From an optimization exercise on the open Yosys and OpenROAD flow, aimed at small area and a short achievable clock period; shortcuts taken in it are not production practice. At most, simulation tests tie the RTL to the original design; equivalence was not proved. Only the layout flow was run in runs 5 to 7; the RTL was not checked for function there. The clock cells of runs 5 to 7 come from the design's own scripts or RTL, not from TritonCTS. The flow treats the clock pin as an ideal source. Dropping or thinning the clock tree relies on that and would not hold on a real chip. Power and IR drop assume default switching activity.

==> design/flow/design.v <==
module registers (
    input logic rst,
    input logic clk,
    input logic [31:0] reg_addr,
    input logic [31:0] reg_wr_data,
    input logic reg_wr,
    output logic neg_b,
    output logic neg_c
);
    logic wr_hit, wr_nb, wr_nc;
    logic nb_r, nc_r;
    always_ff @(posedge clk)
    begin
        wr_hit <= ~rst & reg_wr & (reg_addr == 32'd10);
        wr_nb <= (reg_wr_data[1:0] == 2'h2);
        wr_nc <= (reg_wr_data[1:0] == 2'h1) | (reg_wr_data[1:0] == 2'h2);
    end
    assign neg_b = wr_hit ? wr_nb : nb_r;
    assign neg_c = wr_hit ? wr_nc : nc_r;
    always_ff @(posedge clk)
    begin
        if (rst) begin
            nb_r <= 1'b0;
            nc_r <= 1'b0;
        end
        else begin
            nb_r <= neg_b;
            nc_r <= neg_c;
        end
    end
endmodule
module calculate (
    input logic rst,
    input logic clk,
    input logic [31:0] a,
    input logic [31:0] b,
    input logic [31:0] c,
    input logic neg_b,
    input logic neg_c,
    output logic [63:0] z
);
    localparam int W = 38;
    localparam int K = 17;
    logic [31:0] bx, cx;
    logic [31:0] s0, cy0;
    logic [W-1:0] ra, rb;
    logic [W-1:0] p1, g1;
    logic nb1;
    logic [K-1:0] lo2;
    logic lo2_c;
    logic [W-K-1:0] hi2;
    logic [W-1:0] x2n;
    logic x2n_c;
    logic [W-K-1:0] hi3;
    logic [W-1:0] z3;
    logic rst1, rst2;
    assign bx = b ^ {32{neg_b}};
    assign cx = c ^ {32{neg_c}};
    assign s0  = a ^ bx ^ cx;
    assign cy0 = (a & bx) | (a & cx) | (bx & cx);
    assign ra = {{(W-32){neg_b ^ neg_c}}, s0};
    assign rb = {{(W-33){neg_b & neg_c}}, cy0, neg_c};
    always_ff @(posedge clk)
    begin
        p1 <= ra ^ rb;
        g1 <= {ra[W-1:1] & rb[W-1:1], (ra[0] & rb[0]) | (ra[0] & neg_b) | (rb[0] & neg_b)};
        nb1 <= neg_b;
    end
    prefix_carry #(.W(K)) ilo(.p(p1[K-1:0]), .g(g1[K-1:0]), .cin(nb1), .s(lo2), .cout(lo2_c));
    prefix_carry #(.W(W-K)) ihi(.p(p1[W-1:K]), .g(g1[W-1:K]), .cin(1'b0), .s(hi2), .cout());
    always_ff @(posedge clk)
    begin
        x2n <= ~{hi2, lo2};
        x2n_c <= ~lo2_c;
        rst1 <= rst;
        rst2 <= rst1;
    end
    incrementer #(.W(W-K)) iinc(.x(~x2n[W-1:K]), .cin(~x2n_c), .s(hi3));
    always_ff @(posedge clk)
    begin
        if (rst | rst1 | rst2)
            z3 <= '0;
        else
            z3 <= {hi3, ~x2n[K-1:0]};
    end
    always_comb
    begin
        z[W-1:0] = z3;
        for (int i = W; i < 64; i++)
            z[i] = z3[34 + (i % (W-34))];
    end
endmodule
module prefix_carry #(
    parameter int W = 38
) (
    input logic [W-1:0] p,
    input logic [W-1:0] g,
    input logic cin,
    output logic [W-1:0] s,
    output logic cout
);
    localparam int L = (W > 32) ? 6 : (W > 16) ? 5 : (W > 8) ? 4 : (W > 4) ? 3 : (W > 2) ? 2 : 1;
    for (genvar l = 0; l <= L; l++) begin : level
        logic [W-1:0] gg;
        logic [W-1:0] tt;
        if (l == 0) begin : first
            assign gg = g;
            assign tt = p;
        end
        else begin : next
            localparam int D = 1 << (l - 1);
            assign gg = {level[l-1].gg[W-1:D] | (level[l-1].tt[W-1:D] & level[l-1].gg[W-1-D:0]),
                         level[l-1].gg[D-1:0]};
            assign tt = {level[l-1].tt[W-1:D] & level[l-1].tt[W-1-D:0], level[l-1].tt[D-1:0]};
        end
    end
    assign s = p ^ {level[L].gg[W-2:0], cin};
    assign cout = level[L].gg[W-1];
endmodule
module incrementer #(
    parameter int W = 21
) (
    input logic [W-1:0] x,
    input logic cin,
    output logic [W-1:0] s
);
    localparam int L = (W > 32) ? 6 : (W > 16) ? 5 : (W > 8) ? 4 : (W > 4) ? 3 : (W > 2) ? 2 : 1;
    for (genvar l = 0; l <= L; l++) begin : level
        logic [W-1:0] tt;
        if (l == 0) begin : first
            assign tt = x;
        end
        else begin : next
            localparam int D = 1 << (l - 1);
            assign tt = {level[l-1].tt[W-1:D] & level[l-1].tt[W-1-D:0], level[l-1].tt[D-1:0]};
        end
    end
    assign s = x ^ ({level[L].tt[W-2:0], 1'b1} & {W{cin}});
endmodule
module operator (
    input logic rst,
    input logic clk,
    input logic [31:0] reg_addr,
    input logic [31:0] reg_wr_data,
    input logic reg_wr,
    input logic [31:0] a,
    input logic [31:0] b,
    input logic [31:0] c,
    output logic [63:0] z
);
    logic neg_b;
    logic neg_c;
    registers ireg(
        .clk(clk),
        .rst(rst),
        .reg_addr(reg_addr),
        .reg_wr_data(reg_wr_data),
        .reg_wr(reg_wr),
        .neg_b(neg_b),
        .neg_c(neg_c));
    calculate ical(
        .clk(clk),
        .rst(rst),
        .a(a),
        .b(b),
        .c(c),
        .neg_b(neg_b),
        .neg_c(neg_c),
        .z(z));
endmodule
==> design/flow/flow/run.sh <==
#!/bin/bash
# Standard ORFS layout, except that the port buffers are small plain buffers
# (buffer_ports otherwise picks a large delay cell for every port).
set -euo pipefail
W=$(pwd)
bash standard.sh synth > "$W/make_synth.log" 2>&1
export BUFFER_PORTS_ARGS="-buffer_cell sky130_fd_sc_hd__buf_1"
bash standard.sh > "$W/make_layout.log" 2>&1
==> design/flow/standard.sh <==
#!/bin/bash
# synth_recipe.tcl (not shown) runs the flow's synth.tcl, then flattens the netlist and writes it again
# the make line also repeats each setting of config.mk as NAME=value (left out here)
make -C /OpenROAD-flow-scripts/flow DESIGN_CONFIG=/design/flow/config.mk WORK_HOME=/design/flow/orfs CLKGATE_MAP_FILE= SYNTH_SCRIPT=/design/flow/synth_recipe.tcl "${@:-finish}"
==> design/flow/config.mk <==
export PLATFORM = sky130hd
export DESIGN_NAME = operator
export DESIGN_NICKNAME = operator
export VERILOG_FILES = /design/flow/design.v
export SDC_FILE = /design/flow/constraint.sdc
export NUM_CORES = 4
export LEC_CHECK = 0
export ABC_CLOCK_PERIOD_IN_PS = 1000
export CAP_MARGIN = 20
export CORE_MARGIN = 2
export CORE_UTILIZATION = 60
export CTS_BUF_LIST = sky130_fd_sc_hd__clkbuf_4 sky130_fd_sc_hd__clkbuf_8
export CTS_CLUSTER_DIAMETER = 60
export CTS_CLUSTER_SIZE = 30
export SETUP_SLACK_MARGIN = 3.95
export SLEW_MARGIN = 20
==> design/flow/constraint.sdc <==
create_clock -name core_clock -period 6.0 [get_ports {clk}]
set_input_delay 1.2000 -clock core_clock [delete_from_list [all_inputs] [get_ports {clk}]]
set_output_delay 1.2000 -clock core_clock [all_outputs]
set_load 0.01 [all_outputs]
==> results of run 1 <==
## cells in the mapped netlist (all sizes together) (2+ instances only)
| cell type | count | area (um2) |
|---|---|---|
| nor2 | 45 | 169 |
| o211ai | 4 | 30.0 |
| nor3 | 13 | 70.1 |
| a211oi | 3 | 22.5 |
| fa | 32 | 641 |
| or3 | 5 | 32.5 |
| and2 | 3 | 18.8 |
| o21a | 4 | 30.0 |
| a21o | 13 | 97.6 |
| nand3 | 7 | 35.0 |
| a21oi | 25 | 125 |
| nand2 | 11 | 41.3 |
| clkbuf | 14 | 52.6 |
| buf | 28 | 203 |
| nor4b | 4 | 35.0 |
| ha | 39 | 488 |
| xor2 | 22 | 193 |
| nand2b | 4 | 25.0 |
| o21bai | 6 | 45.0 |
| mux2i | 2 | 20.0 |
| xnor2 | 77 | 674 |
| nor4 | 8 | 65.1 |
| a31o | 3 | 26.3 |
| and4 | 3 | 26.3 |
| a31oi | 2 | 12.5 |
| or4 | 2 | 18.8 |
| o31ai | 3 | 22.5 |
| inv | 18 | 67.6 |
| o31a | 2 | 17.5 |
| a211o | 3 | 26.3 |
| o21ai | 26 | 130 |
| and3 | 5 | 32.5 |
| dfxtp | 153 | 3060 |
| nor2b | 3 | 18.8 |
| o221a | 3 | 33.8 |
| nand4 | 6 | 43.8 |
| nor3b | 5 | 37.5 |
## per-stage QoR
stage               std cells  utilization [%]  setup slack (ns)  area [um2]  total power (W)
floorplan                 616                -              3.68        7490          0.00174
global placement          913             74.4              2.94        8140          0.00189
detailed placement        913             74.4              2.85        8140          0.00192
CTS                       962             83.6              3.83        9150          0.00280
global route              981             87.7              3.77        9600          0.00303
finish                    981             87.7              3.84        9600          0.00288
## power groups by stage
stage / combinational [W] / sequential, W / clock, W
detailed placement: 0.000515 / 0.00141 / 0
finish: 0.000594 / 0.00141 / 0.000884
floorplan: 0.000371 / 0.00137 / 0
CTS: 0.000533 / 0.00138 / 0.000884
global route: 0.000663 / 0.00143 / 0.000935
global placement: 0.000493 / 0.00139 / 0
## sequential cells by signal (all words and copies together), names as in the netlist
register	flops
ical.x2n	38
ireg.nb_r	1
ireg.wr_nb	1
ireg.nc_r	1
ical.z3	38
ical.x2n_c	1
ireg.wr_hit	1
ical.rst1	1
ireg.wr_nc	1
ical.rst2	1
ical.p1	34
ical.nb1	1
ical.g1	34
## routing by layer
layer  part of all wire (%)  wire length [um]  vias to the layer above
met5                      0                 0                        -
met4                    3.9               715                        0
met3                    5.8              1050                       55
met2                     53              9650                      278
met1                     37              6710                     2505
li1                       -                 -                     2515
## kinds of logic (layout without fill, tap and decap cells)
logic type	count (synthesis)	count (layout)	synth area share, %
buf+inv	60	284	4.76
other cells	0	1	0
flops	153	153	45.2
xor+xnor	99	99	12.8
simple gates	127	127	10.3
compound gates	104	104	10.0
mux	2	2	0.295
fa+ha+maj	71	71	16.7
## placed cells by master (no fill, tap or decap), drive strengths merged, types with 3 or more instances in the layout
master  count
a31o        3
and4        3
nand2      11
nor2b       3
o31ai       3
ha         39
xnor2      77
o21a        4
and2        3
nand2b      4
nand3       7
inv        19
a21oi      25
o21bai      6
a211oi      3
and3        5
o21ai      26
bufinv      5
xor2       22
nor3b       5
clkinv      4
dfxtp     153
nor3       13
buf       234
nand4       6
nor2       45
or3         5
o221a       3
nor4        8
a211o       3
nor4b       4
fa         32
o211ai      4
a21o       13
clkbuf     21
## cell type report
cell class                 count  area [um2]
clock inverter                11         194
clock buffer                  21         270
sequential                   153        3100
antenna                        1        2.50
inverter                      18        67.6
fill                         512        1340
tap                          140         175
timing repair buffer         234        1540
multi-input combinational    403        4250
## worst paths after layout
path / to / depth (start not counted) / slack [ns]
worst max-delay path: z[39] / 1 / 3.84
worst max register to register: ical.p1[22] / 7 / 3.85
worst min-delay path: ical.z3[15] / 1 / 0.38
worst min register to register: ical.z3[15] / 1 / 0.38
## repair_timing
item | 4_1_cts | 5_1_grt
resized for setup | 110 | 60
cloned | 2 | 0
setup endpoints to repair | 152 | 112
pin swaps | 3 | 25
endpoints found under the hold margin | 0 | 0
buffers inserted | 15 | 18
==> impl_results.md, run 1 <==
* Top_reg_cell synth: dfxtp_1
* Worst-path clk slew at about 0.08 ns
* GR Util met2 at 49.8%
* I/O Pins at 227
* Hold buffers post-CTS at 0
* Post-synth EDFFs at 0
* Slew Viols, Final at 0
* # H-tree levels at 4
* Routed wire length at 18100 um
* Port Buffers at about 200
* TritonCTS clock tree: yes
* Min-delay worst type: flip-flop to flip-flop
* Clk Latency, worst-skew pair at roughly 0.44 ns
* Synth Cell Area at about 6800 um2
* DP HPWL at approximately 11000 um
* Core box area at 10900 um2
* Vias in the first global route at slightly above 5000
* Worst-Margin Slew at 0.606 ns
* DRC viols at 0
* Global route overflow at 0
* Via count at 5353
* Crit Path Max Fanout at 8
* Logic pwr share at between 20% and 30%
* P_leak at around 4.2 nW
* FF-to-FF Start: ireg.wr_hit
* GR met1 Demand/Resource at ~29%
* CP Data Arrival Time at between 0.9 and 1 ns
* Top Usage Layer GRT: met2
* Ys async rst share at 0%
* # Max-Cap Violations at 0
* Row cnt at 38
* Synth unique cells at 54
* DRT iter0 DRCs at 266
* Status: timing/DRC/antenna clean
* Internal at 0.00205 W
* # setup viols final at 0
* CP Capture Type: output pin
* Hold Startpoint: ical.x2n[15]
* Share of layout cells above drive strength 1 at 30.8%
* Cells along the critical path: buf_2
* Chip height at 110 um
* Clock sink count at 153
* Clk pwr share at between 30% and 40%
* Unrepaired setup endpoints after global routing: yes
* Post-Syn Area per Cell at approximately 11 um2
* #FFs+latches synth at roughly 150
* Num CTS Buffers at 17
* Synthesized net count at 850
* GRT Util Overall at 26.9%
* Drt pass-1 iters at 5
* Met3 usage at 7.05%
* Nets at about 1100
* Crit path buf inv count at 1
* Slowest stage delay, CP at between 0.3 and 0.4 ns
* Placer Congestion at between 0.8 and 0.9
* Crit-path slowest cell: dfxtp_4
* Largest net degree at the start of global routing at 34
* Post-DR vias/cell at about 5.5
* Worst EP required at around 4.8 ns
* Worst vdd ir at 0.221 mV
* Clock tree buffer depth at 2
* Clock skew at ~0.017 ns
* Final ANT Viol Nets at 0
* Flop pwr share at 48.7%
* Sw Ratio at between 20 and 30%
* Starting density of the core at approximately three fifths
* Cell family with most CP delay: flip-flops
* WHS at roughly 0.38 ns
* Max transition margin at between 50% and 60%
* Sequential share of the synthesized area at 45.2%
* Final hold vios at 0
* Period Utilization, post-route at between 30 and 40%
* Root Driver: clkbuf_8
* WS Path Type: flip-flop to output pin
* NetSw at about 0.00083 W
* DIE AREA at between 10000 and 15000 um2
* P&R area growth vs syn at 41.6%
* Pwr Density at about 300 nW/um2
* Period minus WS final at between 2 and 2.5 ns
* Setup crit start: ical.z3[37]
* Crit start category: flip-flop
* Initial antenna violation count at 1
* Setup tns final at 0 ns
* Synthesized instance count at between 600 and 700
* WL/cell at between 15 and 20 um
* Ys Warns at 2
* Max Fclk at ~460 MHz
* First-pass GRT wire length at between 20000 and 25000 um
* Die X at 110 um
==> inputs of run 2 (changes only) <==
==> design/flow/flow/run.sh (replaced) <==
#!/bin/bash
# Standard ORFS layout, except that:
#  - the port buffers are small plain buffers (buffer_ports otherwise picks a
#    large delay cell for every port);
#  - the clock tree uses fewer, larger sink clusters and no dummy loads.
set -euo pipefail
W=$(pwd)
bash standard.sh synth > "$W/make_synth.log" 2>&1
export BUFFER_PORTS_ARGS="-buffer_cell sky130_fd_sc_hd__buf_1"
export CTS_ARGS="-sink_clustering_enable -repair_clock_nets -sink_clustering_size 40 -sink_clustering_max_diameter 100 -buf_list {sky130_fd_sc_hd__clkbuf_8 sky130_fd_sc_hd__clkbuf_16} -dont_use_dummy_load"
bash standard.sh > "$W/make_layout.log" 2>&1
--- a/design/flow/config.mk
+++ b/design/flow/config.mk
@@ -12,5 +12,5 @@
 export CTS_BUF_LIST = sky130_fd_sc_hd__clkbuf_4 sky130_fd_sc_hd__clkbuf_8
 export CTS_CLUSTER_DIAMETER = 60
 export CTS_CLUSTER_SIZE = 30
-export SETUP_SLACK_MARGIN = 3.95
+export SETUP_SLACK_MARGIN = 3.6
 export SLEW_MARGIN = 20
==> impl_results.md, run 2 <==
* DRT iter0 DRCs at 154 (-42%)
* Clock tree buffer depth at 2 (unchanged)
* Sequential share of the synthesized area at 45.2% (unchanged)
* Port Buffers at 196 (unchanged)
* # Max-Cap Violations at 0 (unchanged)
* Commonest non-fill, non-tap cell in the layout: buf_1
* Post-synth EDFFs at 0 (unchanged)
* Top flop regs: ical.x2n (38), ical.z3 (38)
* Final cell count without fillers at 929 (-5.3%)
* Nets at 1025 (-3.4%)
* Max transition margin at 56.7% (-2.4 points)
* Global route overflow at 0 (unchanged)
* Worst-path clk slew at 0.06 ns (-0.02 ns)
* Placer Congestion at 0.875 (+6.1%)
* Core box area at 10900 um2 (unchanged)
* Min-delay worst type: flip-flop to flip-flop
* Drt pass-1 iters at 4 (-1)
* Chip height at 110 um (unchanged)
* FF-to-FF Start: ireg.wr_hit
* Initial antenna violation count at 0 (-1)
* Status: timing/DRC/antenna clean
* Synthesized instance count at 616 (unchanged)
* Reg2Reg Depth at 6 (-1)
* Vias in the first global route at 4534 (-11%)
* P_leak at 3.20 nW (-24%)
* Num CTS Buffers at 17 (unchanged)
* Clock skew at 0.0225 ns (+0.00528 ns)
* Slew Viols, Final at 0 (unchanged)
* First-pass GRT wire length at 19700 um (-18%)
* Post-Syn Area per Cell at 11.0 um2 (unchanged)
* Share of layout cells above drive strength 1 at 4.56% (-26 points)
* Synth top area cells: dfxtp_1, xnor2_1, fa_1
* Top_reg_cell synth: dfxtp_1
* #FFs+latches synth at 153 (unchanged)
* Final hold vios at 0 (unchanged)
* FF-to-FF End: ical.g1[0]
* Final ANT Viol Nets at 0 (unchanged)
* WL/cell at 13.0 um (-29%)
* DRC viols at 0 (unchanged)
* GRT Util Overall at 21.1% (-5.8 points)
* Worst-Margin Slew at 0.641 ns (+0.0350 ns)
* Cells along the critical path: mux2i_4, clkbuf_8, xnor2_1, fa_1, ha_1, a211o_1
* Row cnt at 38 (unchanged)
* CP Data Arrival Time at 2.63 ns (+1.67 ns)
* Largest net degree at the start of global routing at 36 (+5.9%)
* Cell taking the most area after synthesis: dfxtp_1
* Met2 WL post-DR at 6390 um (-34%)
* Met3 WL at 555 um (-47%)
* Count leader, synth: dfxtp_1
* Synthesized net count at 850 (unchanged)
* Critical Path Sink: ical.g1[0]
* Worst vdd ir at 0.225 mV (+1.9%)
* Setup slack, reg-to-reg at 3.66 ns (-0.19 ns)
* CP Capture Type: flip-flop
* Crit-path slowest cell: fa_1
* Via count at 4812 (-10%)
* TritonCTS clock tree: yes
* Clock sink count at 153 (unchanged)
* N_diodes at 0 (-1)
* I/O Pins at 227 (unchanged)
* Crit Path Max Fanout at 35 (+27)
* Period Utilization, post-route at 39.0% (+3.0 points)
* Die X at 110 um (unchanged)
* Commonest cells after routing, fill and taps aside: buf_1, dfxtp_1, xnor2_1, nor2_1, ha_1
* Max Fclk at 428 MHz (-7.6%)
* Slowest stage delay, CP at 0.48 ns (+0.09 ns)
* Synth unique cells at 54 (unchanged)
* Ys async rst share at 0% (unchanged)
* Worst EP required at 6.29 ns (+1.49 ns)
* Pwr Density at 338 nW/um2 (+12%)
* # setup viols final at 0 (unchanged)
* DP HPWL at 9310 um (-17%)
* M1 WL at 5030 um (-25%)
* Setup crit start: ireg.wr_hit
* Hold buffers post-CTS at 0 (unchanged)
* Share of the synthesized area in the top cell type at 45.2% (unchanged)
* DIE AREA at 12200 um2 (unchanged)
* Root Driver: clkbuf_16
* Synth Cell Area at 6780 um2 (unchanged)
* Period minus WS final at 2.34 ns (+0.178 ns)
* Placed insts at 912 (-0.11%)
* Setup tns final at 0 ns (unchanged)
* Commonest cells post-synth: dfxtp_1, xnor2_1, nor2_1
* Starting density of the core at 62.0% (unchanged)
* Routed wire length at 12100 um (-33%)
* Unrepaired setup endpoints after global routing: yes
* Clk Latency, worst-skew pair at 0.41 ns (-0.03 ns)
* Ys Warns at 2 (unchanged)
* WS Path Type: flip-flop to flip-flop
* P&R area growth vs syn at 16.9%
* Top layer in use: met4
* Crit start category: flip-flop
* Post-DR vias/cell at 5.18 (-5.1%)
* # H-tree levels at 4 (unchanged)
-- run 2: changes by cell type in the layout (fill, tap and decap cells not counted), moves of 22 or more --
| cell | before | now |
|---|---|---|
| xnor2_2 | 28 | 0 |
| xnor2_1 | 28 | 77 |
| buf_1 | 132 | 196 |
| buf_2 | 34 | 0 |
| dfxtp_1 | 130 | 153 |
| buf_6 | 28 | 0 |
| ha_1 | 17 | 39 |
-- run 2: metrics by stage --
| stage | cell area, um2 | util, % | worst slack (ns) | total power [W] | hold WS, ns |
|---|---|---|---|---|---|
| after global placement | 7470 | 68.3 | 3.32 | 0.00185 | 0.340 |
| after global routing | 7920 | 72.5 | 3.55 | 0.00283 | 0.372 |
| after floorplan | 6780 | - | 3.61 | 0.00171 | 0.338 |
| after CTS | 7910 | 72.3 | 3.60 | 0.00270 | 0.369 |
| after detailed placement | 7470 | 68.3 | 3.28 | 0.00187 | 0.366 |
| final | 7920 | 72.5 | 3.66 | 0.00267 | 0.369 |
-- run 2: how the worst min path moves through the flow --
stage	startpoint	end	cells past startpoint
floorplan	ical.p1[17]	ical.x2n[17]	1
global placement	ical.p1[17]	ical.x2n[17]	1
detailed placement	ical.rst1	ical.rst2	0
CTS	ical.rst1	ical.rst2	0
global route	ical.rst1	ical.rst2	0
finish	ical.rst1	ical.rst2	0
-- run 2: power by group --
| part | switching, W | internal (W) | leakage [nW] | total, W |
|---|---|---|---|---|
| logic | 0.000236 | 0.000241 | 1.72 | 0.000477 |
| registers | 0.000157 | 0.00123 | 1.27 | 0.00138 |
| clock network | 0.000325 | 0.000489 | 0.209 | 0.000814 |
| total | 0.000718 | 0.00196 | 3.20 | 0.00267 |
-- run 2: repair_timing --
item / in CTS / in global routing
setup endpoints to repair: 3 / 5
buffers inserted: 0 / 0
endpoints found under the hold margin: 0 / 0
pin swaps: 0 / 0
gates resized for setup: 3 / 4
-- run 2: cells by family after synthesis --
| logic type | synth area share [%] |
|---|---|
| compound gates | 10.0 |
| xor+xnor | 12.8 |
| fa+ha+maj | 16.7 |
| buf+inv | 4.76 |
| flops | 45.2 |
| mux | 0.295 |
| simple gates | 10.3 |
-- run 2: critical path: cells and delay by family (launching register included) --
family                   cells  cell delay (ns)
adder cells (fa/ha/maj)      2             0.68
flip-flops                   1             0.45
buffers and inverters        1             0.38
multiplexers                 1             0.26
AO/OA/AOI/OAI                1             0.26
XOR/XNOR                     1             0.19
-- run 2: cell type report --
type | count | area, um2
inverter | 18 | 67.6
fill | 801 | 3010
tap | 140 | 175
timing repair buffer | 198 | 764
sequential | 153 | 3060
clock buffer | 17 | 425
multi-input combinational | 403 | 3430
-- run 2: routing by layer --
metal | track usage (%) | vias to the layer above
met5 | 0 | -
met4 | 6.52 | 0
li1 | - | 2419
met3 | 5.58 | 13
met2 | 37.6 | 138
met1 | 24.8 | 2242
==> inputs of run 3 (changes only) <==
==> design/flow/flow/run.sh (replaced) <==
#!/bin/bash
# Standard ORFS layout, except that:
#  - the port buffers are small plain buffers (buffer_ports otherwise picks a
#    large delay cell for every port);
#  - the clock tree uses fewer, larger sink clusters and no dummy loads.
set -euo pipefail
W=$(pwd)
bash standard.sh synth > "$W/make_synth.log" 2>&1
export BUFFER_PORTS_ARGS="-buffer_cell sky130_fd_sc_hd__buf_1"
export CTS_ARGS="-sink_clustering_enable -repair_clock_nets -sink_clustering_size 80 -sink_clustering_max_diameter 150 -buf_list {sky130_fd_sc_hd__clkbuf_4 sky130_fd_sc_hd__clkbuf_8} -dont_use_dummy_load"
bash standard.sh > "$W/make_layout.log" 2>&1
==> impl_results.md, run 3 <==
* Status: timing/DRC/antenna clean
* Synthesized instance count at 616 (unchanged)
* Die X at 110 um (unchanged)
* Root Driver: clkbuf_8
* Clock skew at 0.0330 ns (+0.0104 ns)
* Flop pwr share at 57.6% (+5.9 points)
* TritonCTS clock tree: yes
* Clock tree buffer depth at 2 (unchanged)
* Logic pwr share at 19.8% (+2.0 points)
* Sequential share of the synthesized area at 45.2% (unchanged)
* Placer Congestion at 0.875 (unchanged)
* Count leader, synth: dfxtp_1
* Commonest cells post-synth: dfxtp_1, xnor2_1, nor2_1
* Crit Path Max Fanout at 35 (unchanged)
* Pwr Density at 309 nW/um2 (-8.4%)
* Post-DR vias/cell at 5.16 (-0.37%)
* Setup slack, reg-to-reg at 3.76 ns (+0.09 ns)
* Via count at 4794 (-0.37%)
* Synth Area in Compound Gates at 10.0% (unchanged)
* NetSw at 0.000678 W (-5.5%)
* CP Capture Type: flip-flop
* Largest family of logic cells by synthesized area: adder cells
* Final hold vios at 0 (unchanged)
* Slew Viols, Final at 0 (unchanged)
* Vias in the first global route at 4530 (-0.088%)
* Min-delay worst type: flip-flop to flip-flop
* First-pass GRT wire length at 19400 um (-1.1%)
* Initial antenna violation count at 0 (unchanged)
* N_diodes at 0 (unchanged)
* # H-tree levels at 4 (unchanged)
* Worst-path clk slew at 0.08 ns (+0.02 ns)
* GRT Util Overall at 20.8% (-0.30 points)
* # setup viols final at 0 (unchanged)
* Core box area at 10900 um2 (unchanged)
* Worst vdd ir at 0.184 mV (-19%)
* DRC viols at 0 (unchanged)
* Unrepaired setup endpoints after global routing: no
* Share of layout cells above drive strength 1 at 4.44% (-0.13 points)
* Ys async rst share at 0% (unchanged)
* Clk pwr share at 22.6% (-7.8 points)
* Drt pass-1 iters at 4 (unchanged)
* Sw Ratio at 28.3% (+1.5 points)
* # Max-Cap Violations at 0 (unchanged)
* Period minus WS final at 2.24 ns (-0.0948 ns)
* Chip height at 110 um (unchanged)
* Nets at 1025 (unchanged)
* P&R area growth vs syn at 14.2%
* Port Buffers at 196 (unchanged)
* Post-Syn Area per Cell at 11.0 um2 (unchanged)
* Max transition margin at 57.2% (+0.52 points)
* Max Fclk at 446 MHz (+4.2%)
* Commonest non-fill, non-tap cell in the layout: buf_1
* Crit start category: flip-flop
* Mux cell area share after synthesis at 0.295% (unchanged)
* Worst EP required at 6.30 ns (about the same)
* CP Data Arrival Time at 2.54 ns (-0.09 ns)
* WL/cell at 12.8 um (-1.7%)
* Largest net degree at the start of global routing at 36 (unchanged)
* Synth unique cells at 54 (unchanged)
* Post-synth EDFFs at 0 (unchanged)
* Ys Warns at 2 (unchanged)
* I/O Pins at 227 (unchanged)
* DP HPWL at 9310 um (unchanged)
* Clock sink count at 153 (unchanged)
* Post-Synth Adder-Cell Area at 16.7% (unchanged)
* Routed wire length at 11900 um (-1.7%)
* Internal at 0.00171 W (-12%)
* #FFs+latches synth at 153 (unchanged)
* WS Path Type: flip-flop to flip-flop
* Synthesized net count at 850 (unchanged)
* Synth Area in XOR/XNOR at 12.8% (unchanged)
* Row cnt at 38 (unchanged)
* Starting density of the core at 62.0% (unchanged)
* P_leak at 3.12 nW (-2.6%)
* Global route overflow at 0 (unchanged)
* WHS at 0.371 ns (+0.00291 ns)
* Clk Latency, worst-skew pair at 0.43 ns (+0.02 ns)
* Setup tns final at 0 ns (unchanged)
* Share of the synthesized area in the top cell type at 45.2% (unchanged)
* Top flop regs: ical.x2n (38), ical.z3 (38)
* Top_reg_cell synth: dfxtp_1
* Post-Synth Simple-Gate Area at 10.3% (unchanged)
* Worst-Margin Slew at 0.633 ns (-0.00773 ns)
* DRT iter0 DRCs at 190 (+23%)
* DIE AREA at 12200 um2 (unchanged)
* Num CTS Buffers at 17 (unchanged)
* Period Utilization, post-route at 37.4% (-1.6 points)
* Cell taking the most area after synthesis: dfxtp_1
* Final ANT Viol Nets at 0 (unchanged)
* Commonest cells after routing, fill and taps aside: buf_1, dfxtp_1, xnor2_1, nor2_1, ha_1
* Synth Cell Area at 6780 um2 (unchanged)
* Synth top area cells: dfxtp_1, xnor2_1, fa_1
[run 3: cells by family (layout without fill, tap and decap cells)]
logic type	Yosys count	in the layout
XOR/XNOR	99	99
flip-flops	153	153
multiplexers	2	2
AND/OR/NAND/NOR	127	127
adder cells (fa/ha/maj)	71	71
buffers and inverters	60	233
AO/OA/AOI/OAI	104	104
[run 3: layout make-up]
cell class	instances	area, um2
Inverter	18	67.6
Timing Repair Buffer	198	776
Clock buffer	17	234
Sequential cell	153	3060
Tap cell	140	175
Multi-Input combinational cell	403	3420
Fill cell	833	3200
[run 3: repair_timing]
item                       CTS  global route
pin swaps                    0             1
buffers inserted             0             0
cloned                       0             0
resized for setup            2             7
setup endpoints to repair    1             6
hold buffers                 0             0
[run 3: layer usage]
layer	GRT usage (%)	wire length, um
met5	0	0
met4	7.50	140
met3	5.06	545
met2	36.5	6210
met1	24.7	4990
[run 3: path summary, 6_finish.rpt]
check	start	end	cells after the start
max reg2reg	ireg.wr_hit	ical.g1[0]	6
max	ireg.wr_hit	ical.g1[0]	6
min	ical.rst1	ical.rst2	0
min reg2reg	ical.rst1	ical.rst2	0
[run 3: worst max-delay path: stages (launching register included)]
cell	delay, ns
dfxtp_1	0.45
mux2i_4	0.30
buf_12	0.27
xnor2_1	0.18
fa_1	0.48
ha_1	0.20
a211o_1	0.26
[run 3: power groups by stage]
| stage | Combinational, W | Sequential [W] | Clock, W |
|---|---|---|---|
| final | 0.000474 | 0.00138 | 0.000541 |
| after floorplan | 0.000346 | 0.00137 | 0 |
| after detailed placement | 0.000474 | 0.00140 | 0 |
| after global placement | 0.000456 | 0.00139 | 0 |
| after global routing | 0.000547 | 0.00141 | 0.000599 |
| after CTS | 0.000480 | 0.00138 | 0.000558 |
[run 3: stage by stage]
step / worst slack [ns] / total power, W / cell area (um2) / util (%) / instances
3_3_place_gp: 3.32 / 0.00185 / 7470 / 68.3 / 912
5_1_grt: 3.58 / 0.00255 / 7740 / 70.8 / 929
2_1_floorplan: 3.61 / 0.00171 / 6780 / - / 616
3_5_place_dp: 3.28 / 0.00187 / 7470 / 68.3 / 912
6_report: 3.76 / 0.00239 / 7740 / 70.8 / 929
4_1_cts: 3.61 / 0.00241 / 7710 / 70.5 / 929
==> inputs of run 4 (changes only) <==
==> design/flow/flow/run.sh (replaced) <==
#!/bin/bash
# Standard ORFS layout, except that:
#  - the port buffers are small plain buffers (buffer_ports otherwise picks a
#    large delay cell for every port);
#  - the clock tree uses fewer, larger sink clusters and no dummy loads.
set -euo pipefail
W=$(pwd)
bash standard.sh synth > "$W/make_synth.log" 2>&1
export BUFFER_PORTS_ARGS="-buffer_cell sky130_fd_sc_hd__buf_1"
export CTS_ARGS="-sink_clustering_enable -repair_clock_nets -sink_clustering_size 30 -sink_clustering_max_diameter 60 -buf_list {sky130_fd_sc_hd__clkbuf_4 sky130_fd_sc_hd__clkbuf_8} -dont_use_dummy_load"
bash standard.sh > "$W/make_layout.log" 2>&1
==> impl_results.md, run 4 <==
* CP Data Arrival Time at 2.54 ns (about the same)
* Reg2Reg Depth at 6 (unchanged)
* FF-to-FF End: ical.g1[0]
* DIE AREA at 12200 um2 (unchanged)
* Port Buffers at 196 (unchanged)
* Setup crit start: ireg.wr_hit
* Core box area at 10900 um2 (unchanged)
* Row cnt at 38 (unchanged)
* Final ANT Viol Nets at 0 (unchanged)
* Synthesized instance count at 616 (unchanged)
* DRT iter0 DRCs at 190 (unchanged)
* FF-to-FF Start: ireg.wr_hit
* Cells along the critical path: mux2i_4, buf_12, xnor2_1, fa_1, ha_1, a211o_1
* Clk Latency, worst-skew pair at 0.43 ns (about the same)
* # H-tree levels at 4 (unchanged)
* Via count at 4794 (unchanged)
* Ys Warns at 2 (unchanged)
* Post-synth EDFFs at 0 (unchanged)
* Setup tns final at 0 ns (unchanged)
* Commonest cells post-synth: dfxtp_1, xnor2_1, nor2_1
* Initial antenna violation count at 0 (unchanged)
* # Max-Cap Violations at 0 (unchanged)
* Synth top area cells: dfxtp_1, xnor2_1, fa_1
* Commonest cells after routing, fill and taps aside: buf_1, dfxtp_1, xnor2_1, nor2_1, ha_1
* Worst-path clk slew at 0.08 ns (about the same)
* Drt pass-1 iters at 4 (unchanged)
* Root Driver: clkbuf_8
* Nets at 1025 (unchanged)
* Flop pwr share at 57.6% (about the same)
* Ys async rst share at 0% (unchanged)
* Final hold vios at 0 (unchanged)
* DP HPWL at 9310 um (unchanged)
* Largest net degree at the start of global routing at 36 (unchanged)
* Top_reg_cell synth: dfxtp_1
* Pwr Density at 309 nW/um2 (unchanged)
* Status: timing/DRC/antenna clean
* Crit start category: flip-flop
* Setup slack, reg-to-reg at 3.76 ns (about the same)
* Logic pwr share at 19.8% (about the same)
* Max Fclk at 446 MHz (unchanged)
* Mux cell area share after synthesis at 0.295% (unchanged)
* Crit Path Max Fanout at 35 (unchanged)
* WL/cell at 12.8 um (unchanged)
* Synth Area in Compound Gates at 10.0% (unchanged)
* Synthesized net count at 850 (unchanged)
* Synth Area in XOR/XNOR at 12.8% (unchanged)
* Clk pwr share at 22.6% (about the same)
* # setup viols final at 0 (unchanged)
* Vias in the first global route at 4530 (unchanged)
* Max transition margin at 57.2% (unchanged)
* Internal at 0.00171 W (unchanged)
* Share of the synthesized area in the top cell type at 45.2% (unchanged)
* Post-Synth Adder-Cell Area at 16.7% (unchanged)
* Final worst slack at 3.76 ns (unchanged)
* I/O Pins at 227 (unchanged)
* Clock tree buffer depth at 2 (unchanged)
* Clock sink count at 153 (unchanged)
* Placer Congestion at 0.875 (unchanged)
* Crit-path slowest cell: fa_1
* Post-Syn Area per Cell at 11.0 um2 (unchanged)
* Commonest non-fill, non-tap cell in the layout: buf_1
* DRC viols at 0 (unchanged)
* Sw Ratio at 28.3% (unchanged)
* TritonCTS clock tree: yes
* Slowest stage delay, CP at 0.48 ns (about the same)
* P&R area growth vs syn at 14.2% (unchanged)
* #FFs+latches synth at 153 (unchanged)
* Synth unique cells at 54 (unchanged)
* First-pass GRT wire length at 19400 um (unchanged)
* GRT Util Overall at 20.8% (unchanged)
* Die X at 110 um (unchanged)
* Sequential share of the synthesized area at 45.2% (unchanged)
* Period Utilization, post-route at 37.4% (unchanged)
* Slew Viols, Final at 0 (unchanged)
* Hold depth at 0 (unchanged)
* Post-DR vias/cell at 5.16 (unchanged)
* Period minus WS final at 2.24 ns (unchanged)
* Post-Synth Simple-Gate Area at 10.3% (unchanged)
* Share of layout cells above drive strength 1 at 4.44% (unchanged)
* Routed wire length at 11900 um (unchanged)
* Starting density of the core at 62.0% (unchanged)
* Unrepaired setup endpoints after global routing: no
* Worst vdd ir at 0.184 mV (unchanged)
* N_diodes at 0 (unchanged)
* Cell taking the most area after synthesis: dfxtp_1
* Worst EP required at 6.30 ns (about the same)
* WS Path Type: flip-flop to flip-flop
* P_leak at 3.12 nW (unchanged)
* Global route overflow at 0 (unchanged)
* Largest family of logic cells by synthesized area: adder cells
* CP Capture Type: flip-flop
* Hold Startpoint: ical.rst1
* Chip height at 110 um (unchanged)
* Min-delay worst type: flip-flop to flip-flop
* Place WS at 3.28 ns (unchanged)
* Top flop regs: ical.x2n (38), ical.z3 (38)
* Filler Cells Inserted at 833 (unchanged)
* NetSw at 0.000678 W (unchanged)
* Hold buffers post-CTS at 0 (unchanged)
* Synth Cell Area at 6780 um2 (unchanged)
* Count leader, synth: dfxtp_1
* Clock skew at 0.0330 ns (unchanged)
* Hold-critical path endpoint: ical.rst2
* Worst-Margin Slew at 0.633 ns (unchanged)
* Num CTS Buffers at 17 (unchanged)
-- run 4: cell counts in the layout (fill, tap and decap cells not counted) --
Identical to the previous run, type by type.
-- run 4: worst max path at each step --
stage / end / slack (ns)
after floorplan: ical.g1[0] / 3.61
after global placement: ical.z3[22] / 3.32
after detailed placement: ical.z3[36] / 3.28
after CTS: ical.g1[0] / 3.61
after global routing: ical.x2n[35] / 3.58
final: ical.g1[0] / 3.76
-- run 4: layout make-up --
class                           instances  area, um2  area share, %
Multi-Input combinational cell        403       3420           44.2
Sequential cell                       153       3060           39.6
Timing Repair Buffer                  198        776           10.0
Clock buffer                           17        234           3.02
Tap cell                              140        175           2.26
Inverter                               18       67.6          0.873
-- run 4: per-layer routing --
layer | track usage (%) | vias to the layer above | share of wire, %
li1 | - | 2415 | -
met1 | 24.7 | 2237 | 42
met2 | 36.5 | 132 | 52
met3 | 5.06 | 10 | 4.6
met4 | 7.50 | 0 | 1.2
met5 | 0 | - | 0
-- run 4: worst max-delay path: cells and delay by family, from the launching register on --
kind / cells / cell delay [ns]
flops: 1 / 0.45
mux: 1 / 0.30
compound gates: 1 / 0.26
fa+ha+maj: 2 / 0.68
xor+xnor: 1 / 0.18
buf+inv: 1 / 0.27
-- run 4: timing repair --
| action | in CTS | in global routing |
|---|---|---|
| pin swaps | 0 | 1 |
| setup endpoints to repair | 1 | 6 |
| resized for setup | 2 | 7 |
| gates cloned | 0 | 0 |
| setup buffers | 0 | 0 |
-- run 4: cells by family (layout without fill, tap and decap cells) --
family,count (synthesis),count (layout)
flip-flops,153,153
buffers and inverters,60,233
adder cells (fa/ha/maj),71,71
AND/OR/NAND/NOR,127,127
AO/OA/AOI/OAI,104,104
XOR/XNOR,99,99
multiplexers,2,2
-- run 4: per-stage QoR --
step	std cells	instance area, um2	power [W]	hold slack (ns)	util [%]
final	929	7740	0.00239	0.371	70.8
after global routing	929	7740	0.00255	0.376	70.8
after CTS	929	7710	0.00241	0.373	70.5
after detailed placement	912	7470	0.00187	0.366	68.3
after global placement	912	7470	0.00185	0.340	68.3
after floorplan	616	6780	0.00171	0.338	-
-- run 4: power groups by stage --
| stage | Combinational [W] | Clock [W] | Sequential [W] |
|---|---|---|---|
| after detailed placement | 0.000474 | 0 | 0.00140 |
| final | 0.000474 | 0.000541 | 0.00138 |
| after CTS | 0.000480 | 0.000558 | 0.00138 |
| after global routing | 0.000547 | 0.000599 | 0.00141 |
| after global placement | 0.000456 | 0 | 0.00139 |
| after floorplan | 0.000346 | 0 | 0.00137 |
==> inputs of run 5 (changes only) <==
--- a/design/flow/design.v
+++ b/design/flow/design.v
@@ -53,7 +53,7 @@
     logic x2n_c;
     logic [W-K-1:0] hi3;
     logic [W-1:0] z3;
-    logic rst1, rst2;
+    logic rst1, rst12;
     assign bx = b ^ {32{neg_b}};
     assign cx = c ^ {32{neg_c}};
     assign s0  = a ^ bx ^ cx;
@@ -73,12 +73,12 @@
         x2n <= ~{hi2, lo2};
         x2n_c <= ~lo2_c;
         rst1 <= rst;
-        rst2 <= rst1;
+        rst12 <= rst | rst1;
     end
     incrementer #(.W(W-K)) iinc(.x(~x2n[W-1:K]), .cin(~x2n_c), .s(hi3));
     always_ff @(posedge clk)
     begin
-        if (rst | rst1 | rst2)
+        if (rst | rst12)
             z3 <= '0;
         else
             z3 <= {hi3, ~x2n[K-1:0]};
==> design/flow/flow/run.sh (replaced) <==
#!/bin/bash
# Standard ORFS layout, except that:
#  - the port buffers are small plain buffers (buffer_ports otherwise picks a
#    large delay cell for every port);
#  - the clock tree is two levels: the clock port drives a root clock
#    buffer, which drives six leaf buffers, each driving the flip-flops of
#    one sixth of the core (manual_cts.tcl).
set -euo pipefail
W=$(pwd)
bash standard.sh synth > "$W/make_synth.log" 2>&1
export BUFFER_PORTS_ARGS="-buffer_cell sky130_fd_sc_hd__buf_1"
export PRE_CTS_TCL="$W/flow/manual_cts.tcl"
bash standard.sh > "$W/make_layout.log" 2>&1
==> design/flow/flow/manual_cts.tcl (new file) <==
# A two-level clock tree: the clock port drives one root clock buffer, which
# drives one leaf clock buffer per region of the core; each leaf drives the
# flip-flops of its region. The regions split the flip-flops into n_cols
# columns of equal count by x, and each column into n_rows rows by y.
proc manual_clock_tree {n_cols n_rows leaf_master root_master} {
  set block [ord::get_db_block]
  set net [$block findNet clk]
  set leaf_m [[ord::get_db] findMaster $leaf_master]
  set root_m [[ord::get_db] findMaster $root_master]
  set sinks {}
  foreach it [$net getITerms] {
    set bb [[$it getInst] getBBox]
    lappend sinks [list $it [expr {([$bb xMin] + [$bb xMax]) / 2}] [expr {([$bb yMin] + [$bb yMax]) / 2}]]
  }
  set n [llength $sinks]
  set by_x [lsort -integer -index 1 $sinks]
  set groups {}
  for {set c 0} {$c < $n_cols} {incr c} {
    set col [lsort -integer -index 2 [lrange $by_x [expr {$c * $n / $n_cols}] [expr {($c + 1) * $n / $n_cols - 1}]]]
    set m [llength $col]
    for {set r 0} {$r < $n_rows} {incr r} {
      lappend groups [lrange $col [expr {$r * $m / $n_rows}] [expr {($r + 1) * $m / $n_rows - 1}]]
    }
  }
  # the root buffer, between the port net and the leaves' net
  set root [odb::dbInst_create $block $root_m "clkbuf_root"]
  set trunk [odb::dbNet_create $block "clknet_root"]
  $trunk setSigType CLOCK
  [$root findITerm A] connect $net
  [$root findITerm X] connect $trunk
  set k 0
  set rx 0
  set ry 0
  foreach g $groups {
    set sx 0; set sy 0
    foreach s $g { incr sx [lindex $s 1]; incr sy [lindex $s 2] }
    set cx [expr {$sx / [llength $g]}]
    set cy [expr {$sy / [llength $g]}]
    incr rx $cx
    incr ry $cy
    set inst [odb::dbInst_create $block $leaf_m "clkbuf_leaf_$k"]
    $inst setLocation $cx $cy
    $inst setPlacementStatus PLACED
    set leaf [odb::dbNet_create $block "clknet_leaf_$k"]
    $leaf setSigType CLOCK
    foreach s $g {
      set it [lindex $s 0]
      $it disconnect
      $it connect $leaf
    }
    [$inst findITerm A] connect $trunk
    [$inst findITerm X] connect $leaf
    puts "clock leaf $k: [llength $g] sinks at ($cx, $cy)"
    incr k
  }
  $root setLocation [expr {$rx / $k}] [expr {$ry / $k}]
  $root setPlacementStatus PLACED
  $net setSigType CLOCK
}

# Used in place of TritonCTS: cts.tcl calls clock_tree_synthesis, then
# legalises the placement and repairs timing as usual.
rename clock_tree_synthesis tritoncts_clock_tree_synthesis
proc clock_tree_synthesis {args} {
  manual_clock_tree 3 2 sky130_fd_sc_hd__clkbuf_16 sky130_fd_sc_hd__clkbuf_16
  set_propagated_clock [all_clocks]
}
--- a/design/flow/config.mk
+++ b/design/flow/config.mk
@@ -8,9 +8,9 @@
 export ABC_CLOCK_PERIOD_IN_PS = 1000
 export CAP_MARGIN = 20
 export CORE_MARGIN = 2
-export CORE_UTILIZATION = 60
+export CORE_UTILIZATION = 70
 export CTS_BUF_LIST = sky130_fd_sc_hd__clkbuf_4 sky130_fd_sc_hd__clkbuf_8
 export CTS_CLUSTER_DIAMETER = 60
 export CTS_CLUSTER_SIZE = 30
-export SETUP_SLACK_MARGIN = 3.6
+export SETUP_SLACK_MARGIN = 3.7
 export SLEW_MARGIN = 20
==> impl_results.md, run 5 <==
* Status: timing/DRC/antenna clean
* Final hold vios at 0 (unchanged)
* I/O Pins at 227 (unchanged)
* Filler Cells Inserted at 614 (-26%)
* Global route overflow at 0 (unchanged)
* Starting density of the core at 71.0% (+9.0 points)
* Multi-input gate area at 3510 um2 (+2.6%)
* #FFs+latches synth at 153 (unchanged)
* Largest net degree at the start of global routing at 36 (unchanged)
* Crit Path Max Fanout at 2 (-94%)
* Synth Cell Area at 6850 um2 (+1.0%)
* Clock skew at 0.00920 ns (-0.0238 ns)
* WL/cell at 13.8 um (+7.4%)
* Placer Congestion at 0.867 (-0.96%)
* GR met1 Demand/Resource at 27.9% (+3.2 points)
* Routed wire length at 12700 um (+6.5%)
* Ys async rst share at 0% (unchanged)
* Period Utilization, post-route at 36.9% (-0.52 points)
* Clk Latency, worst-skew pair at 0.34 ns (-0.09 ns)
* # Max-Cap Violations at 0 (unchanged)
* WS Path Type: input port to flip-flop
* Count leader, synth: dfxtp_1
* CP Data Arrival Time at 2.46 ns (-0.08 ns)
* Worst-Margin Slew at 0.676 ns (+0.0431 ns)
* DP HPWL at 9790 um (+5.2%)
* Crit-path slowest cell: fa_1
* Worst vdd ir at 0.203 mV (+10%)
* Post-synth EDFFs at 0 (unchanged)
* Max transition margin at 54.9% (-2.3 points)
* P&R area growth vs syn at 13.6%
* DRT iter0 DRCs at 111 (-42%)
* Crit start category: input port
* CP Capture Type: flip-flop
* # setup viols final at 0 (unchanged)
* Commonest non-fill, non-tap cell in the layout: buf_1
* Drt pass-1 iters at 4 (unchanged)
* Port Buffers at 196 (unchanged)
* Synthesized net count at 856 (+0.71%)
* Core box area at 9640 um2 (-12%)
* N_diodes at 0 (unchanged)
* Vias in the first global route at 4451 (-1.7%)
* Cells along the critical path: buf_1, xnor2_4, fa_1, ha_2, a211o_1
* Setup slack, reg-to-reg at 3.82 ns (+0.06 ns)
* Reg area at 3060 um2 (about the same)
* Unrepaired setup endpoints after global routing: no
* Synth unique cells at 60 (+11%)
* GRT Util Overall at 22.8% (+2.0 points)
* P_leak at 3.13 nW (+0.54%)
* Setup tns final at 0 ns (unchanged)
* Cell taking the most area after synthesis: dfxtp_1
* Sequential share of the synthesized area at 44.7% (-0.45 points)
* Top_reg_cell synth: dfxtp_1
* Final cell count without fillers at 921 (-0.86%)
* Reg2Reg Depth at 6 (unchanged)
* GR Util met2 at 43.5% (+7.0 points)
* Top flop regs: ical.x2n (38), ical.z3 (38)
* Placed insts at 911 (-0.11%)
* Slew Viols, Final at 0 (unchanged)
* Share of the synthesized area in the top cell type at 44.7% (-0.45 points)
* Final ANT Viol Nets at 0 (unchanged)
* Die X at 103 um (-6.7%)
* Pwr Density at 307 nW/um2 (-0.74%)
* Worst EP required at 6.24 ns (-0.06 ns)
* Top Usage Layer GRT: met2
* First-pass GRT wire length at 19600 um (+0.75%)
* Period minus WS final at 2.21 ns (-0.0315 ns)
* Slowest stage delay, CP at 0.55 ns (+0.07 ns)
* Synth top area cells: dfxtp_1, xnor2_1, fa_1
* Max Fclk at 452 MHz (+1.4%)
* Nets at 1024 (-0.098%)
* Synthesized instance count at 622 (+0.97%)
* Initial antenna violation count at 0 (unchanged)
* Post-Syn Area per Cell at 11.0 um2 (about the same)
* Hold depth at 1 (+1)
* Met3 usage at 2.71% (-2.3 points)
* Row cnt at 36 (-5.3%)
* DRC viols at 0 (unchanged)
* Min-delay worst type: flip-flop to flip-flop
* Ys Warns at 2 (unchanged)
* Commonest cells after routing, fill and taps aside: buf_1, dfxtp_1, xnor2_1, nor2_1, ha_1
* Via count at 4870 (+1.6%)
* Worst-path clk slew at 0.09 ns (about the same)
* Commonest cells post-synth: dfxtp_1, xnor2_1, nor2_1
* Share of layout cells above drive strength 1 at 4.57% (+0.13 points)
* DIE AREA at 10600 um2 (-13%)
* Post-DR vias/cell at 5.29 (+2.5%)
* Chip height at 103 um (-6.7%)
==> run 5: cell count changes after synthesis, sizes merged, moves of 4 or more <==
| cell | previous run | this run |
|---|---|---|
| nand2 | 11 | 21 |
| o21ai | 26 | 17 |
| a21oi | 25 | 32 |
| buf | 28 | 33 |
| clkbuf | 14 | 9 |
| nor2 | 45 | 40 |
| or2 | 0 | 5 |
| nor4 | 8 | 12 |
| or3 | 5 | 1 |
==> run 5: area by class of cell <==
class,instances,share of cell area (%)
plain buffers,7,2.25
inverters,15,0.724
multi-input cells,412,45.1
flip-flops and latches,153,39.4
well taps,133,2.14
repair buffers,201,10.3
==> run 5: cells by family (layout without fill, tap and decap cells) <==
family / after synthesis / after routing / share of synthesized area [%]
simple gates: 140 / 140 / 11.0
xor+xnor: 101 / 101 / 12.9
compound gates: 96 / 96 / 9.56
mux: 4 / 4 / 0.585
fa+ha+maj: 71 / 71 / 16.5
flops: 153 / 153 / 44.7
buf+inv: 57 / 223 / 4.68
==> run 5: repair_timing <==
action	4_1_cts	5_1_grt
buffers inserted	2	0
resized for setup	3	1
endpoints found under the setup margin	59	6
cloned	0	1
hold buffers	0	0
==> run 5: power by group <==
group	internal, W	total [W]	switching, W
registers	0.00122	0.00139	0.000168
clock network	0.000211	0.000489	0.000278
logic	0.000253	0.000505	0.000252
total	0.00169	0.00239	0.000698
==> run 5: routing by layer <==
layer,share of wire [%],vias to the layer above
met5,0,-
met1,42,2285
li1,-,2410
met2,51,155
met4,1.6,0
met3,5.4,20
==> run 5: worst paths after layout <==
| check | startpoint | end |
|---|---|---|
| setup / recovery | c[0] | ical.g1[0] |
| hold / removal | ical.p1[17] | ical.x2n[17] |
| setup reg to reg | ireg.wr_hit | ical.g1[0] |
| hold reg to reg | ical.p1[17] | ical.x2n[17] |
==> run 5: stage by stage <==
stage / hold slack, ns / setup slack [ns] / cell area [um2] / utilization [%] / power (W)
after global placement: 0.344 / 3.24 / 7550 / 78.3 / 0.00188
after CTS: 0.371 / 3.70 / 7750 / 80.4 / 0.00239
after detailed placement: 0.351 / 3.16 / 7550 / 78.3 / 0.00192
after floorplan: 0.338 / 3.68 / 6870 / - / 0.00174
after global routing: 0.387 / 3.72 / 7770 / 80.7 / 0.00253
final: 0.372 / 3.79 / 7770 / 80.7 / 0.00239
==> run 5: worst max-delay path, delay by kind of cell <==
kind	cells	cell delay, ns
xor gates and xnor gates	1	0.15
AOI/OAI and AO/OA	1	0.21
buffers and inverters	1	0.13
adders and majority gates	2	0.76
==> inputs of run 6 (changes only) <==
--- a/design/flow/design.v
+++ b/design/flow/design.v
@@ -40,48 +40,57 @@
     output logic [63:0] z
 );
     localparam int W = 38;
-    localparam int K = 17;
+    localparam int B1 = 8;
+    localparam int B2 = 22;
     logic [31:0] bx, cx;
-    logic [31:0] s0, cy0;
+    logic [31:0] s1, cy1;
+    logic nb1, nc1;
     logic [W-1:0] ra, rb;
-    logic [W-1:0] p1, g1;
-    logic nb1;
-    logic [K-1:0] lo2;
-    logic lo2_c;
-    logic [W-K-1:0] hi2;
+    logic [W-1:0] p2, g2;
+    logic [B1-1:0] u0;
+    logic [B2-B1-1:0] u1;
+    logic [W-B2-1:0] u2;
+    logic c0, c1;
     logic [W-1:0] x2n;
-    logic x2n_c;
-    logic [W-K-1:0] hi3;
+    logic c0n, c1n;
+    logic [B2-B1-1:0] v1;
+    logic [W-B2-1:0] v2;
+    logic carry2;
     logic [W-1:0] z3;
     logic rst1, rst12;
     assign bx = b ^ {32{neg_b}};
     assign cx = c ^ {32{neg_c}};
-    assign s0  = a ^ bx ^ cx;
-    assign cy0 = (a & bx) | (a & cx) | (bx & cx);
-    assign ra = {{(W-32){neg_b ^ neg_c}}, s0};
-    assign rb = {{(W-33){neg_b & neg_c}}, cy0, neg_c};
     always_ff @(posedge clk)
     begin
-        p1 <= ra ^ rb;
-        g1 <= {ra[W-1:1] & rb[W-1:1], (ra[0] & rb[0]) | (ra[0] & neg_b) | (rb[0] & neg_b)};
+        s1  <= a ^ bx ^ cx;
+        cy1 <= (a & bx) | (a & cx) | (bx & cx);
         nb1 <= neg_b;
+        nc1 <= neg_c;
     end
-    prefix_carry #(.W(K)) ilo(.p(p1[K-1:0]), .g(g1[K-1:0]), .cin(nb1), .s(lo2), .cout(lo2_c));
-    prefix_carry #(.W(W-K)) ihi(.p(p1[W-1:K]), .g(g1[W-1:K]), .cin(1'b0), .s(hi2), .cout());
+    assign ra = {{(W-32){nb1 ^ nc1}}, s1};
+    assign rb = {{(W-33){nb1 & nc1}}, cy1, nc1};
+    assign p2 = ra ^ rb;
+    assign g2 = {ra[W-1:1] & rb[W-1:1], nb1 | (ra[0] & nc1)};
+    prefix_carry #(.W(B1)) iblk0(.p(p2[B1-1:0]), .g(g2[B1-1:0]), .cin(nb1), .s(u0), .cout(c0));
+    prefix_carry #(.W(B2-B1)) iblk1(.p(p2[B2-1:B1]), .g(g2[B2-1:B1]), .cin(1'b0), .s(u1), .cout(c1));
+    prefix_carry #(.W(W-B2)) iblk2(.p(p2[W-1:B2]), .g(g2[W-1:B2]), .cin(1'b0), .s(u2), .cout());
     always_ff @(posedge clk)
     begin
-        x2n <= ~{hi2, lo2};
-        x2n_c <= ~lo2_c;
+        x2n <= ~{u2, u1, u0};
+        c0n <= ~c0;
+        c1n <= ~c1;
         rst1 <= rst;
         rst12 <= rst | rst1;
     end
-    incrementer #(.W(W-K)) iinc(.x(~x2n[W-1:K]), .cin(~x2n_c), .s(hi3));
+    assign carry2 = ~c1n | (~c0n & (&(~x2n[B2-1:B1])));
+    incrementer #(.W(B2-B1)) iinc1(.x(~x2n[B2-1:B1]), .cin(~c0n), .s(v1));
+    incrementer #(.W(W-B2)) iinc2(.x(~x2n[W-1:B2]), .cin(carry2), .s(v2));
     always_ff @(posedge clk)
     begin
         if (rst | rst12)
             z3 <= '0;
         else
-            z3 <= {hi3, ~x2n[K-1:0]};
+            z3 <= {v2, v1, ~x2n[B1-1:0]};
     end
     always_comb
     begin
==> impl_results.md, run 6 <==
* Setup tns final at 0 ns (unchanged)
* Initial antenna violation count at 0 (unchanged)
* Slowest stage delay, CP at 0.53 ns (-0.02 ns)
* GRT Util Overall at 25.9% (+3.1 points)
* N_diodes at 0 (unchanged)
* Commonest cells post-synth: dfxtp_1, xnor2_1, ha_1
* Synth unique cells at 54 (-10%)
* Drt pass-1 iters at 4 (unchanged)
* DIE AREA at 10300 um2 (-2.3%)
* Status: timing/DRC/antenna clean
* Global route overflow at 0 (unchanged)
* Crit-path slowest cell: or4_4
* Min-delay worst type: flip-flop to flip-flop
* Synthesized instance count at 598 (-3.9%)
* #FFs+latches synth at 151 (-1.3%)
* Via count at 4702 (-3.4%)
* WS Path Type: flip-flop to flip-flop
* Nets at 1010 (-1.4%)
* Max Fclk at 447 MHz (-1.2%)
* Row cnt at 35 (-2.8%)
* P_leak at 3.14 nW (+0.15%)
* Post-DR vias/cell at 5.22 (-1.3%)
* Worst-path clk slew at 0.10 ns (about the same)
* Share of the synthesized area in the top cell type at 45.3% (+0.52 points)
* Filler Cells Inserted at 552 (-10%)
* DRC viols at 0 (unchanged)
* Final hold vios at 0 (unchanged)
* Port Buffers at 196 (unchanged)
* # setup viols final at 0 (unchanged)
* Sequential share of the synthesized area at 45.3% (+0.52 points)
* Period Utilization, post-route at 37.3% (+0.44 points)
* Starting density of the core at 72.3% (+1.3 points)
* Core box area at 9240 um2 (-4.1%)
* Placed insts at 888 (-2.5%)
* Die X at 102 um (-1.2%)
* Vias in the first global route at 4850 (+9.0%)
* Cells along the critical path: or4_4, or3_4, nor3_4, nand3_4, o311a_2
* Ys Warns at 2 (unchanged)
* Synth top area cells: dfxtp_1, xnor2_1, fa_1
* Share of layout cells above drive strength 1 at 5.44% (+0.87 points)
* I/O Pins at 227 (unchanged)
* Clock skew at 0.0115 ns (+0.00235 ns)
* DP HPWL at 10400 um (+5.9%)
* Final cell count without fillers at 901 (-2.2%)
* Ys async rst share at 0% (unchanged)
* Post-Syn Area per Cell at 11.2 um2 (+1.5%)
* Commonest non-fill, non-tap cell in the layout: buf_1
* Chip height at 102 um (-1.2%)
* Crit path buf inv count at 0 (-1)
* Slew Viols, Final at 0 (unchanged)
* Count leader, synth: dfxtp_1
* Worst EP required at 6.24 ns (about the same)
* Top flop regs: ical.x2n (38), ical.z3 (38)
* Placer Congestion at 0.831 (-4.1%)
* Pwr Density at 305 nW/um2 (-0.61%)
* P&R area growth vs syn at 15.2%
* Period minus WS final at 2.24 ns (+0.0262 ns)
* Cell family with most CP delay: simple AND/OR/NAND/NOR gates
* Crit Path Max Fanout at 8 (+6)
* Largest net degree at the start of global routing at 35 (-2.8%)
* CP Data Arrival Time at 2.47 ns (about the same)
* Commonest cells after routing, fill and taps aside: buf_1, dfxtp_1, xnor2_1, ha_1, fa_1
* Synth Cell Area at 6680 um2 (-2.4%)
* First-pass GRT wire length at 21500 um (+10%)
* Routed wire length at 13300 um (+5.2%)
* DRT iter0 DRCs at 95 (-14%)
* # Max-Cap Violations at 0 (unchanged)
* Crit start category: flip-flop
* WL/cell at 14.8 um (+7.5%)
* Post-synth EDFFs at 0 (unchanged)
* Unrepaired setup endpoints after global routing: yes
* Clk Latency, worst-skew pair at 0.34 ns (about the same)
* Final ANT Viol Nets at 0 (unchanged)
* Worst vdd ir at 0.179 mV (-12%)
* Cell taking the most area after synthesis: dfxtp_1
* Max transition margin at 45.5% (-9.4 points)
* CP Capture Type: flip-flop
* Synthesized net count at 834 (-2.6%)
* Worst-Margin Slew at 0.814 ns (+0.138 ns)
* Top_reg_cell synth: dfxtp_1
## run 6: cell types whose count changed in the layout (fill, tap and decap cells not counted), sizes merged, moves of 3 or more
cell	change
a21oi	-15
inv	+9
nor2	-8
and3	+5
buf	+4
a21boi	+3
a21o	-3
and2	+3
fa	+3
nand3b	-3
nor4	-3
o31ai	+3
xnor2	+3
## run 6: kinds of logic after synthesis
kind of cell             share of synthesized area, %
AO/OA/AOI/OAI                                    7.90
XOR/XNOR                                         13.4
adder cells (fa/ha/maj)                          17.6
buffers and inverters                            4.89
flip-flops                                       45.3
multiplexers                                    0.450
AND/OR/NAND/NOR                                  10.5
## run 6: report_power, final
group / switching [W] / internal (W) / total [W] / leakage, nW
Sequential: 0.000110 / 0.00118 / 0.00129 / 1.26
Clock: 0.000277 / 0.000211 / 0.000488 / 0.0863
Combinational: 0.000295 / 0.000275 / 0.000569 / 1.79
Total: 0.000682 / 0.00167 / 0.00235 / 3.14
## run 6: routing by layer
metal / track usage (%) / part of all wire [%]
met1: 29.3 / 39
met2: 51.1 / 53
met3: 3.04 / 5.3
met4: 6.44 / 2.7
met5: 0 / 0
## run 6: through the flow
stage,power (W),hold slack [ns],cell area (um2),util (%),setup WS [ns]
after floorplan,0.00166,0.368,6680,-,3.72
after global placement,0.00180,0.373,7380,79.9,3.54
after detailed placement,0.00184,0.377,7380,79.9,3.49
after CTS,0.00233,0.387,7600,82.2,3.69
after global routing,0.00249,0.400,7700,83.3,3.70
final,0.00235,0.379,7700,83.3,3.76
## run 6: cell type report
| cell class | count | area [um2] | share of cell area, % |
|---|---|---|---|
| Timing Repair Buffer | 204 | 800 | 10.4 |
| Multi-Input combinational cell | 386 | 3450 | 44.8 |
| Inverter | 24 | 90.1 | 1.17 |
| Buffer | 7 | 175 | 2.28 |
| Tap cell | 129 | 161 | 2.10 |
| Sequential cell | 151 | 3020 | 39.3 |
## run 6: repair_timing
| item | in CTS | in global routing |
|---|---|---|
| gates cloned | 0 | 0 |
| gates resized for setup | 5 | 15 |
| pin swaps | 1 | 4 |
| setup buffers | 2 | 4 |
| endpoints found under the setup margin | 14 | 13 |
| hold buffers | 0 | 0 |
## run 6: worst paths after layout
| path | depth (start not counted) | endpoint | slack [ns] | startpoint |
|---|---|---|---|---|
| max | 5 | ical.z3[36] | 3.76 | ical.x2n[22] |
| min | 1 | ical.z3[0] | 0.38 | ical.x2n[0] |
| max reg2reg | 5 | ical.z3[36] | 3.76 | ical.x2n[22] |
| min reg2reg | 1 | ical.z3[0] | 0.38 | ical.x2n[0] |
==> inputs of run 7 (changes only) <==
--- a/design/flow/config.mk
+++ b/design/flow/config.mk
@@ -8,7 +8,7 @@
 export ABC_CLOCK_PERIOD_IN_PS = 1000
 export CAP_MARGIN = 20
 export CORE_MARGIN = 2
-export CORE_UTILIZATION = 70
+export CORE_UTILIZATION = 80
 export CTS_BUF_LIST = sky130_fd_sc_hd__clkbuf_4 sky130_fd_sc_hd__clkbuf_8
 export CTS_CLUSTER_DIAMETER = 60
 export CTS_CLUSTER_SIZE = 30
==> impl_results.md, run 7 <==
* Commonest cells post-synth: dfxtp_1, xnor2_1, ha_1
* Synth Cell Area at 6680 um2 (unchanged)
* NetSw at 0.000769 W (+13%)
* Max transition margin at 59.0% (+14 points)
* Final hold vios at 0 (unchanged)
* Largest net degree at the start of global routing at 35 (unchanged)
* Clk Latency, worst-skew pair at 0.35 ns (about the same)
* Vias in the first global route at 5285 (+9.0%)
* Synth top area cells: dfxtp_1, xnor2_1, fa_1
* Crit Path Max Fanout at 5 (-3)
* Routed wire length at 16700 um (+25%)
* Core box area at 8180 um2 (-12%)
* Clk pwr share at 20.4% (-0.4 points)
* Top flop regs: ical.x2n (38), ical.z3 (38)
* Slew Viols, Final at 0 (unchanged)
* Placer Congestion at 0.861 (+3.7%)
* Nets at 1011 (+0.099%)
* Drt pass-1 iters at 6 (+2)
* Placed insts at 864 (-2.7%)
* Port Buffers at 196 (unchanged)
* Die X at 95.4 um (-6.2%)
* DIE AREA at 9100 um2 (-12%)
* Crit-path slowest cell: or4_4
* Ys Warns at 2 (unchanged)
* WS Path Type: flip-flop to flip-flop
* P&R area growth vs syn at 15.0%
* Setup slack, reg-to-reg at 3.51 ns (-0.25 ns)
* Count leader, synth: dfxtp_1
* Cell taking the most area after synthesis: dfxtp_1
* Synthesized net count at 834 (unchanged)
* Worst EP required at 6.30 ns (+0.06 ns)
* Unrepaired setup endpoints after global routing: yes
* # Max-Cap Violations at 0 (unchanged)
* Status: timing/DRC/antenna clean
* Initial antenna violation count at 0 (unchanged)
* Via count at 5156 (+9.7%)
* N_diodes at 0 (unchanged)
* Worst vdd ir at 0.226 mV (+27%)
* Flop pwr share at 53.8% (-1.2 points)
* Post-DR vias/cell at 5.87 (+13%)
* # setup viols final at 0 (unchanged)
* Post-synth EDFFs at 0 (unchanged)
* DRC viols at 0 (unchanged)
* Synth unique cells at 54 (unchanged)
* Internal at 0.00168 W (+0.66%)
* Share of the synthesized area in the top cell type at 45.3% (unchanged)
* Crit start category: flip-flop
* Synthesized instance count at 598 (unchanged)
* Commonest cells after routing, fill and taps aside: buf_1, dfxtp_1, xnor2_1, ha_1, fa_1
* Max Fclk at 402 MHz (-10%)
* Commonest non-fill, non-tap cell in the layout: buf_1
* Final cell count without fillers at 878 (-2.6%)
* Hold buffers post-CTS at 0 (unchanged)
* Final ANT Viol Nets at 0 (unchanged)
* Ys async rst share at 0% (unchanged)
* #FFs+latches synth at 151 (unchanged)
* Top_reg_cell synth: dfxtp_1
* Share of layout cells above drive strength 1 at 6.21% (+0.77 points)
* Chip height at 95.4 um (-6.2%)
* WL/cell at 19.0 um (+29%)
* P_leak at 3.14 nW (+0.19%)
* Slowest stage delay, CP at 0.57 ns (+0.04 ns)
* CP Capture Type: flip-flop
* Clock skew at 0.00888 ns (-0.00267 ns)
* GRT Util Overall at 34.5% (+8.6 points)
* Place WS at 3.34 ns (-0.147 ns)
* Min-delay worst type: flip-flop to flip-flop
* DP HPWL at 11300 um (+9.3%)
* Sequential share of the synthesized area at 45.3% (unchanged)
* Worst-path clk slew at 0.10 ns (about the same)
* Worst-Margin Slew at 0.614 ns (-0.200 ns)
==> run 7: cell counts after synthesis <==
No cell type changed its count.
==> run 7: area by class of cell <==
class	count	area, um2
buffer	7	175
inverter	24	90.1
sequential	151	3020
tap	105	131
timing repair buffer	205	803
multi-input combinational	386	3460
fill	274	492
==> run 7: logic make-up after synthesis <==
kind of cell / count (synthesis) / synth area share [%]
buffers and inverters: 61 / 4.89
DFF: 151 / 45.3
and+or+nand+nor: 130 / 10.5
xor gates and xnor gates: 102 / 13.4
muxes: 3 / 0.450
adders and majority gates: 73 / 17.6
AOI/OAI and AO/OA: 78 / 7.90
==> run 7: critical path, delay by kind of cell (launching register included) <==
family | cells | cell delay (ns)
buffers and inverters | 1 | 0.20
and+or+nand+nor | 4 | 1.33
DFF | 1 | 0.34
AOI/OAI and AO/OA | 2 | 0.56
==> run 7: timing repair <==
| action | CTS | global route |
|---|---|---|
| endpoints found under the setup margin | 11 | 19 |
| setup buffers | 3 | 4 |
| gates resized for setup | 8 | 14 |
| pin swaps | 3 | 4 |
==> run 7: worst paths after layout <==
check,from,end,cells past startpoint
worst max register to register,ical.c0n,ical.z3[29],7
worst min-delay path,ical.x2n[3],ical.z3[3],1
worst min register to register,ical.x2n[3],ical.z3[3],1
worst max-delay path,ical.c0n,ical.z3[29],7
==> run 7: power groups by stage <==
stage	registers, W	logic (W)	clock network, W
after floorplan	0.00128	0.000379	0
after global placement	0.00129	0.000500	0
after detailed placement	0.00130	0.000548	0
after CTS	0.00129	0.000580	0.000493
after global routing	0.00133	0.000686	0.000528
final	0.00132	0.000632	0.000499
==> run 7: routing by layer <==
layer  track usage [%]  wire, um  part of all wire (%)  vias to the layer above
li1                  -         -                     -                     2326
met3              5.22      1290                   7.7                       89
met5                 0         0                     0                        -
met1              35.3      5600                    34                     2407
met4              16.1       932                   5.6                        0
met2              67.9      8880                    53                      334
==> run 7: per-stage QoR <==
step                      total power, W  hold WS (ns)  cell area [um2]  util, %
after floorplan                  0.00166         0.368             6680        -
after global placement           0.00179         0.370             7350     89.9
after detailed placement         0.00185         0.373             7350     89.9
after CTS                        0.00236         0.387             7590     92.9
after global routing             0.00254         0.401             7680     94.0
final                            0.00245         0.386             7680     94.0
